Context: an optimization exercise on an open-source flow, tuned for small area. The choices shown serve that exercise and are no tape-out recipe.
Only simulation tests tie the RTL to the original design; equivalence was not proved.
Power figures rest on the tool's default switching activity, not on a simulated workload.

File: design/flow/config.mk
export PLATFORM = sky130hd
export DESIGN_NAME = game_engine
export DESIGN_NICKNAME = game_engine
export VERILOG_FILES = /design/flow/design.v
export SDC_FILE = /design/flow/constraint.sdc
export NUM_CORES = 4
export LEC_CHECK = 0
export CAP_MARGIN = 20
export CORE_MARGIN = 2
export CORE_UTILIZATION = 70
export CTS_BUF_LIST = sky130_fd_sc_hd__clkbuf_4
export PLACE_DENSITY = 0.8
export SLEW_MARGIN = 20
File: design/flow/design.v
module ge_button (
    input  clk,
    input  rst,
    input  noisy,
    output p_edge,
    output n_edge
);
    reg [1:0] st;
    reg [1:0] qa;         
    reg [2:0] qb;         
    reg       ed;
    wire done = qa[1] & ~qa[0] & qb[2] & ~qb[1];
    reg [1:0] st_n;
    always @(*) begin
        case (st)
            2'd0: st_n = noisy ? 2'd0 : 2'd1;
            2'd1: st_n = noisy ? 2'd0 : (done ? 2'd2 : 2'd1);
            2'd2: st_n = noisy ? 2'd3 : 2'd2;
            default: st_n = noisy ? (done ? 2'd0 : 2'd3) : 2'd2;
        endcase
    end
    always @(posedge clk) begin
        if (rst) begin
            st <= 2'd0;
            qa <= 2'd0;
            qb <= 3'd0;
            ed <= 1'b0;
        end else begin
            st <= st_n;
            ed <= st[1];
            if (st[0]) begin
                qa <= {qa[0], ~qa[1]};
                if (qa[1] & ~qa[0])
                    qb <= {qb[1:0], ~(qb[2] | qb[1])};
            end
        end
    end
    assign p_edge = st[1] & ~ed;
    assign n_edge = ~st[1] & ed;
endmodule
module game_engine (
    input        clk,
    input        rst,
    input        btn_logic0,
    input        btn_logic1,
    input        btn_activity,
    input  [6:0] rd_addr,
    output [1:0] rd_data,
    output [4:0] cur_x,
    output [4:0] cur_y,
    output [4:0] score_circ,
    output [4:0] score_tri,
    output [1:0] turn,
    output [3:0] press_cnt_x,
    output [3:0] press_cnt_y,
    output [2:0] state,
    output       win,
    output [3:0] mov_tri,
    output [3:0] mov_circ,
    output [1:0] slope,
    output [6:0] win_end_x,
    output [6:0] win_end_y,
    output       recent_mov,
    output       move_entered,
    output [3:0] rp_tri_x,
    output [3:0] rp_tri_y,
    output [3:0] rp_circ_x,
    output [3:0] rp_circ_y,
    output [3:0] entered_x,
    output [3:0] entered_y,
    output       game_over,
    output       error
);
    wire l0, l1, act, act_n;
    ge_button b0 (.clk(clk), .rst(rst), .noisy(btn_logic0),   .p_edge(l0),    .n_edge());
    ge_button b1 (.clk(clk), .rst(rst), .noisy(btn_logic1),   .p_edge(l1),    .n_edge());
    ge_button b2 (.clk(clk), .rst(rst), .noisy(btn_activity), .p_edge(act_n), .n_edge(act));
    reg       cen;
    reg [8:0] btim;
    reg       ar;
    wire      bz = ~|btim[7:0];
    always @(posedge clk) begin
        if (rst) begin
            cen  <= 1'b0;
            btim <= 9'd0;
            ar   <= 1'b0;
        end else begin
            if (act)
                cen <= 1'b0;
            else if (act_n)
                cen <= 1'b1;
            if (act | ~cen)
                btim <= 9'd0;
            else
                btim <= {btim[7:0], btim[8] ^ btim[4] ^ bz};
            ar <= btim[8] & bz;
        end
    end
    localparam S_IN = 3'd0, S_MV = 3'd1, S_WIN = 3'd2, S_MOD = 3'd3, S_OVER = 3'd7;
    reg [2:0]  gs;
    reg [4:0]  mc;        
    reg [2:0]  pcx, pcy;
    reg [1:0]  tn;
    reg [3:0]  x, y;
    reg [4:0]  sct, scc;
    reg [2:0]  cnt;       
    reg [2:0]  cs;        
    reg [3:0]  d;         
    reg [1:0]  slp;
    reg [3:0]  lmx, lmy;
    reg [3:0]  rtx, rty, rcx, rcy;
    reg [3:0]  xp, yp;
    reg        err;
    reg [1:0]  qa;
    reg [199:0] bd;       
    reg [6:0]  bk0, bk1, bk2, bk3;
    wire [7:0] rc    = {d, cnt, cs[0]};
    wire       rcz   = ~|rc[6:0];
    wire       rcend = rc[7] & rcz;
    wire       rcfb  = rc[7] ^ rc[3] ^ rc[2] ^ rc[1] ^ rcz;
    wire [1:0] mnx = {x[1] | x[2] | x[3], x[0] | x[2] | x[3]};    
    wire [1:0] mny = {y[1] | y[2] | y[3], y[0] | y[2] | y[3]};
    wire [1:0] mxx = {~(x[3] & x[0]), ~(x[3] & ~x[0])};            
    wire [1:0] mxy = {~(y[3] & y[0]), ~(y[3] & ~y[0])};
    wire [1:0] pmn = (mnx < mny) ? mnx : mny;
    wire [1:0] pmx = (mxx < mxy) ? mxx : mxy;
    wire [3:0] nmax = (mny >= mxx) ? {2'b00, mxx} : -{2'b00, mny};
    wire [3:0] nmin = (mnx <= mxy) ? -{2'b00, mnx} : {2'b00, mxy};
    reg [3:0] dmax;
    always @(*) begin
        case (cs)
            3'd2: dmax = {2'b00, mxx};
            3'd3: dmax = {2'b00, mxy};
            3'd4: dmax = {2'b00, pmx};
            default: dmax = nmax;
        endcase
    end
    wire dexit = {~d[3], d[2:0]} > {~dmax[3], dmax[2:0]};    
    wire [3:0] er = (cs == 3'd3 || cs == 3'd4) ? d : (cs == 3'd5) ? -d : 4'd0;
    wire [3:0] ec = (cs == 3'd2 || cs == 3'd4 || cs == 3'd5) ? d : 4'd0;
    wire [3:0] rr = y + er;
    wire [3:0] cc = x + ec;
    wire [6:0] ridx = {rr, 3'b000} + {2'b00, rr, 1'b0} + {3'b000, cc};
    wire [1:0] rcell = (ridx < 7'd100) ? bd[{ridx, 1'b0} +: 2] : 2'b00;
    wire       match = (rcell == tn);
    wire [3:0] wlx = cc - {3'b000, cs != 3'd3};
    wire [3:0] wly = rr + ((cs == 3'd2) ? 4'd0 : (cs == 3'd5) ? 4'd1 : 4'd15);
    wire valid    = (x < 4'd10) && (y < 4'd10);
    wire place    = (gs == S_MV) && valid && (rcell == 2'b00);
    wire blk      = (gs == S_MOD) && (mc == 5'd11 || mc == 5'd12 || mc == 5'd23 || mc == 5'd24);
    wire [6:0] waddr = (gs == S_MV) ? ridx : bk3;
    wire [1:0] wd    = (gs == S_MV) ? tn : 2'b11;
    wire       wen   = place | blk;
    wire       clr   = rst | ((gs == S_OVER) && rcend);
    wire [6:0]  hs0, hs1;
    wire [15:0] ls;
    genvar gi;
    generate
        for (gi = 0; gi < 7; gi = gi + 1) begin : g_hs
            assign hs0[gi] = wen && wd[0] && (waddr[6:4] == gi);
            assign hs1[gi] = wen && wd[1] && (waddr[6:4] == gi);
        end
        for (gi = 0; gi < 16; gi = gi + 1) begin : g_ls
            assign ls[gi] = (waddr[3:0] == gi);
        end
        for (gi = 0; gi < 100; gi = gi + 1) begin : g_cell
            always @(posedge clk) begin
                bd[2*gi]   <= ~clr & (bd[2*gi]   | (hs0[gi / 16] & ls[gi % 16]));
                bd[2*gi+1] <= ~clr & (bd[2*gi+1] | (hs1[gi / 16] & ls[gi % 16]));
            end
        end
    endgenerate
    always @(posedge clk) begin
        if (rst)
            qa <= 2'b00;
        else
            qa <= (rd_addr < 7'd100) ? bd[{rd_addr, 1'b0} +: 2] : 2'b00;
    end
    always @(posedge clk) begin
        if ((place && mc[4:2] == 3'd0) || blk) begin
            bk3 <= bk2;
            bk2 <= bk1;
            bk1 <= bk0;
            bk0 <= ridx;
        end
    end
    always @(posedge clk) begin
        if (rst) begin
            gs  <= S_IN;
            mc  <= 5'd0;
            pcx <= 3'd0;
            pcy <= 3'd0;
            tn  <= 2'd0;
            x   <= 4'd0;
            y   <= 4'd0;
            sct <= 5'd0;
            scc <= 5'd0;
            cnt <= 3'd0;
            cs  <= 3'd0;
            slp <= 2'd0;
            lmx <= 4'd0;
            lmy <= 4'd0;
            rtx <= 4'd0;
            rty <= 4'd0;
            rcx <= 4'd0;
            rcy <= 4'd0;
            xp  <= 4'd0;
            yp  <= 4'd0;
            err <= 1'b0;
        end else begin
            case (gs)
                S_IN: begin
                    cnt <= 3'd0;
                    cs  <= 3'd0;
                    if (mc == 5'd25) begin
                        mc  <= 5'd26;
                        gs  <= S_MOD;
                        pcx <= 3'd0;
                        pcy <= 3'd0;
                    end else if (ar) begin
                        pcx <= 3'd0;
                        pcy <= 3'd0;
                        x   <= 4'd0;
                        y   <= 4'd0;
                    end else if (tn == 2'd0) begin
                        tn <= 2'd1;
                    end else if ((l0 | l1) && !pcy[2]) begin
                        y[pcy[1:0]] <= ~l0;
                        pcy <= pcy + 3'd1;
                    end else if ((l0 | l1) && !pcx[2]) begin
                        x[pcx[1:0]] <= ~l0;
                        pcx <= pcx + 3'd1;
                    end else if (act) begin
                        if (pcx[2] && pcy[2]) begin
                            gs <= S_MV;
                            xp <= x;
                            yp <= y;
                        end else begin
                            pcx <= 3'd0;
                            pcy <= 3'd0;
                            x   <= 4'd0;
                            y   <= 4'd0;
                        end
                    end
                end
                S_MV: begin
                    pcx <= 3'd0;
                    pcy <= 3'd0;
                    if (!place) begin
                        gs  <= S_IN;
                        err <= 1'b1;
                    end else begin
                        err <= 1'b0;
                        gs  <= S_MOD;
                        mc  <= mc + 5'd1;
                        if (tn == 2'd1) begin
                            rtx <= x;
                            rty <= y;
                        end else if (tn == 2'd2) begin
                            rcx <= x;
                            rcy <= y;
                        end
                    end
                end
                S_MOD: begin
                    d  <= 4'd0;
                    gs <= (mc == 5'd26) ? S_OVER : S_WIN;
                end
                S_WIN: begin
                    if (cs == 3'd0) begin
                        cs <= 3'd1;
                    end else if (cs == 3'd1) begin
                        cs <= 3'd2;
                        d  <= -{2'b00, mnx};
                    end else if (cnt == 3'd4) begin
                        if (tn == 2'd1)
                            sct <= sct + 5'd1;
                        else if (tn == 2'd2)
                            scc <= scc + 5'd1;
                        gs  <= S_OVER;
                        d   <= 4'd0;
                        cnt <= 3'd0;
                        cs  <= 3'd0;
                        slp <= (cs == 3'd2) ? 2'd0 : (cs == 3'd3) ? 2'd3 : (cs == 3'd4) ? 2'd1 : 2'd2;
                        lmx <= wlx;
                        lmy <= wly;
                    end else if (dexit) begin
                        cnt <= 3'd0;
                        if (cs == 3'd5) begin
                            cs  <= 3'd0;
                            gs  <= S_IN;
                            pcx <= 3'd0;
                            pcy <= 3'd0;
                            x   <= 4'd0;
                            y   <= 4'd0;
                            tn  <= ~tn;
                        end else begin
                            cs <= cs + 3'd1;
                            d  <= (cs == 3'd2) ? -{2'b00, mny} :
                                  (cs == 3'd3) ? -{2'b00, pmn} : nmin;
                        end
                    end else begin
                        d   <= d + 4'd1;
                        cnt <= match ? cnt + 3'd1 : 3'd0;
                    end
                end
                S_OVER: begin
                    if (rcend) begin
                        mc  <= 5'd0;
                        gs  <= S_IN;
                    end else begin
                        {d, cnt, cs[0]} <= {rc[6:0], rcfb};
                    end
                end
                default: gs <= S_IN;
            endcase
        end
    end
    assign rd_data      = qa;
    assign cur_x        = {1'b0, x};
    assign cur_y        = {1'b0, y};
    assign score_circ   = scc;
    assign score_tri    = sct;
    assign turn         = tn;
    assign press_cnt_x  = {1'b0, pcx};
    assign press_cnt_y  = {1'b0, pcy};
    assign state        = gs;
    assign win          = (gs == S_OVER) && (mc != 5'd26);
    wire [4:0] mcl  = (mc == 5'd26) ? 5'd25 : mc;
    wire       stri = tn[0] ^ mc[0] ^ gs[1];
    assign mov_tri      = mcl[4:1] + {3'b000, stri & mcl[0]};
    assign mov_circ     = mcl[4:1] + {3'b000, ~stri & mcl[0]};
    assign slope        = slp;
    assign win_end_x    = {3'b000, lmx};
    assign win_end_y    = {3'b000, lmy};
    assign recent_mov   = (gs == S_MOD) && (mc != 5'd26);
    assign move_entered = (gs == S_MV);
    assign rp_tri_x     = rtx;
    assign rp_tri_y     = rty;
    assign rp_circ_x    = rcx;
    assign rp_circ_y    = rcy;
    assign entered_x    = xp;
    assign entered_y    = yp;
    assign game_over    = (gs == S_OVER) && (rc != 8'd0);
    assign error        = err;
endmodule
File: design/flow/constraint.sdc
create_clock -name core_clock -period 10.0 [get_ports {clk}]
set_input_delay 2.0000 -clock core_clock [delete_from_list [all_inputs] [get_ports {clk}]]
set_output_delay 2.0000 -clock core_clock [all_outputs]
set_load 0.01 [all_outputs]
File: design/flow/run.sh
#!/bin/bash
# synth_recipe.tcl (not shown) runs the flow's synth.tcl, then flattens the netlist and writes it again
# the make line also repeats each setting of config.mk as NAME=value (left out here)
make -C /OpenROAD-flow-scripts/flow DESIGN_CONFIG=/design/flow/config.mk WORK_HOME=/design/flow/orfs CLKGATE_MAP_FILE= SYNTH_SCRIPT=/design/flow/synth_recipe.tcl finish
==> results.json <==
{
  "netlist_instances": 1826,
  "vias": 14600,
  "ys_top_cells_by_count": "dfxtp_1, nand2_1, nor2_1",
  "slowest_delay_ns": 0.79,
  "setup_tns_ns": 0,
  "ys_ff_latch": 344,
  "port_buffers": 89,
  "drive_gt1_frac": 0.146,
  "mappedNetlistArea_um2": 17400,
  "fin_skew_ns": 0.0770,
  "crit_type": "register to register",
  "hold_class": "register to register",
  "synth_area_leaders": "dfxtp_1, mux4_2, nand2_1",
  "die_w_um": 162,
  "status": "timing/DRC/antenna clean",
  "firstDrtPassIters": 7,
  "root_buffer": "clkbuf_4",
  "post-place-cells": 2144,
  "die_h_um": 162,
  "cts_resized": 0,
  "synthArstFlopShare": 0,
  "syn_area_per_cell_um2": 9.53,
  "max_freq_ghz": 0.125,
  "rows": 57,
  "boundaryPins": 100,
  "tightest_slew_ns": 0.979,
  "fp.coreArea_um2": 24400,
  "peakVddDrop_mv": 0.161,
  "tritoncts": "done",
  "grt_util_all_layers": 0.353,
  "syn2layout_area_growth_pct": 11.7,
  "cap_viol_max_count": 0,
  "cts_setup_buffers": 0,
  "grt_pass1_wl_um": 73000,
  "fin_ws_ns": 1.97,
  "finalMaxSlewViolations": 0,
  "grt_overflow_total": 0,
  "layout_min_cycle_time_ns": 8.03,
  "gp_congestion": 0.976,
  "postPlaceCellArea_um2": 18300,
  "synth_edf_count": 32,
  "synthDominantCellAreaShare": 0.359,
  "cp_slowest_cell": "nand3_1",
  "antenna_left": 0,
  "path_cells": "and2_1, ha_1, inv_1, a21oi_1, ha_1, inv_1, fa_1, xnor2_1, inv_1, fa_1, inv_1, ha_1, a21o_1, a21oi_1, xor2_1, clkinv_1, nor4_1, a31oi_1, or4_1, nand3_2, nand3_1, o21ai_0",
  "ys_types": 70,
  "power.density_nw_per_um2": 135,
  "yosys.area.top_type": "dfxtp_1",
  "fin_crit_sh": 0.803,
  "synth.yosys.seq_area_share": 0.414,
  "wirelength_um": 45900,
  "clock-sinks": 344,
  "relSlewSlack": 0.346,
  "finalHoldViolations": 0,
  "clkLatencyLatePin_ns": 0.74,
  "cp-end-kind": "register",
  "power.leakage_nw": 6.98,
  "drc": 0,
  "finalNetCount": 1987,
  "cp_common_cell": "inv_1",
  "cts.clk_slew.worst_paths_ns": 0.07,
  "cts_inserted_buffers": 88,
  "design_area_um2": 19400,
  "crit_path_max_fanout": 28,
  "htree_levels": 3,
  "wl_per_cell_um": 20.0,
  "dp_hpwl_um": 31600,
  "final_cells": 2295,
  "hold_buffers": 0,
  "clk_path_buf_depth": 3,
  "synth.most_common_cell": "dfxtp_1",
  "cp-start-kind": "register",
  "yosysWarnings": 2,
  "arrival_ns": 8.62,
  "vias_per_cell": 6.34,
  "grt_start_max_net_pins": 187,
  "antenna_found_initial": 1,
  "fill_cells": 1635,
  "grt_pass1_vias": 13800,
  "start_util": 0.714,
  "grt_setup_unrepaired": "false",
  "crit_required_ns": 10.60,
  "ys.flop_type": "dfxtp_1",
  "setup_viol": 0,
  "drt_iter0_drc": 1449,
  "die-area_um2": 26100,
  "pre_cts_slack_ns": 2.09
}
## report_power, final
part | switching (mW) | internal (mW)
Clock | 0.570 | 0.605
Combinational | 0.0415 | 0.0203
Sequential | 0.00252 | 1.39
## worst paths after layout
kind / cells past startpoint / from / endpoint / slack, ns
setup / recovery: 22 / cs[0] / bd[128] / 1.97
setup reg to reg: 22 / cs[0] / bd[128] / 1.97
hold / removal: 0 / bk2[2] / bk3[2] / 0.40
hold reg to reg: 0 / bk2[2] / bk3[2] / 0.40
## layer usage
metal  global-route usage  up-vias  share of wire
met3               0.0718      153          0.090
met5                    0        -              0
met2                0.571      758           0.47
met1                0.462     6889           0.39
met4                0.165        0          0.047
li1                     -     6754              -
## sequential cells by signal, summed over array words and instances (netlist names), 7 cells and up
| name | flops |
|---|---|
| bd | 200 |
| btim | 9 |
| bk0 | 7 |
| bk1 | 7 |
| bk2 | 7 |
| bk3 | 7 |
## worst max-delay path: cells and delay by family, from the launching register on
kind	cells	cell delay [ns]
fa+ha+maj	5	1.72
buf+inv	5	0.88
flops	1	0.67
compound gates	5	1.09
simple gates	5	2.55
xor+xnor	2	1.01
## cells by family after synthesis
logic type	share of synthesized area
AOI/OAI and AO/OA	0.130
xor gates and xnor gates	0.0221
adders and majority gates	0.0482
buffers and inverters	0.0436
DFF	0.414
muxes	0.180
other	0.000215
and+or+nand+nor	0.162
## placed cells by master, fill, tap and decap left out, types with 5 or more instances in the layout
master	count
a31oi_1	27
nor2_1	167
nand2_1	304
nor2b_1	14
xor2_1	24
o21ai_1	64
nand2b_1	12
or3_1	5
nor3_1	26
nand3b_1	8
mux4_2	112
conb_1	10
a21o_1	8
nand4_1	18
buf_4	17
o21a_1	13
edfxtp_1	32
o211ai_1	6
nor3b_1	11
a211oi_1	6
xnor2_1	15
a21oi_1	60
fa_1	5
o31ai_1	5
a22oi_1	8
clkbuf_4	126
clkinv_1	14
ha_1	57
inv_1	51
nand3_1	40
o22ai_1	7
nor4_1	5
mux2i_1	58
and2_1	14
clkdlybuf4s50_1	86
a311oi_1	5
dfxtp_1	312
o21ai_0	147
## layout make-up
class | count | area (um^2) | area share
diodes | 1 | 2.50 | 0.000129
clock buffers | 126 | 946 | 0.0487
clock inverters | 23 | 138 | 0.00708
inverters | 52 | 195 | 0.0100
multi-input cells | 1319 | 9500 | 0.489
flip-flops and latches | 344 | 7210 | 0.371
well taps | 324 | 405 | 0.0209
repair buffers | 106 | 1040 | 0.0536
## metrics by stage
stage / total power [mW] / util / hold slack [ns]
detailed placement: 1.48 / 0.751 / 0.405
finish: 2.63 / 0.797 / 0.399
global placement: 1.48 / 0.751 / 0.403
global route: 2.73 / 0.797 / 0.402
floorplan: 1.47 / - / 0.400
CTS: 2.65 / 0.795 / 0.397

-- port drivers added, routing unchanged --
In the flow no input, the clock included, has a driving cell. The finished layout below was timed again as built, in two steps.
Step 1: set_driving_cell puts a clkbuf_16 on clk and a buf_2 on each other input, an assumption about the parent block.
Step 2, shift: input delay + t, output delay - t, t = (earliest + latest rising clock arrival at the registers) / 2. This alone moves slack from input paths to output paths.
a / b / c = no drivers / after step 1 / after step 2; a / b = the first two.
t, ns: 0.742
setup slack, ns: 1.974 / 1.974 / 1.974
clock arrival spread, ns: 0.077 / 0.077
After both steps setup and hold are still met in this run. For this run, drivers alone change the setup slack by 0.000 ns; drivers and shift together by 0.000 ns.
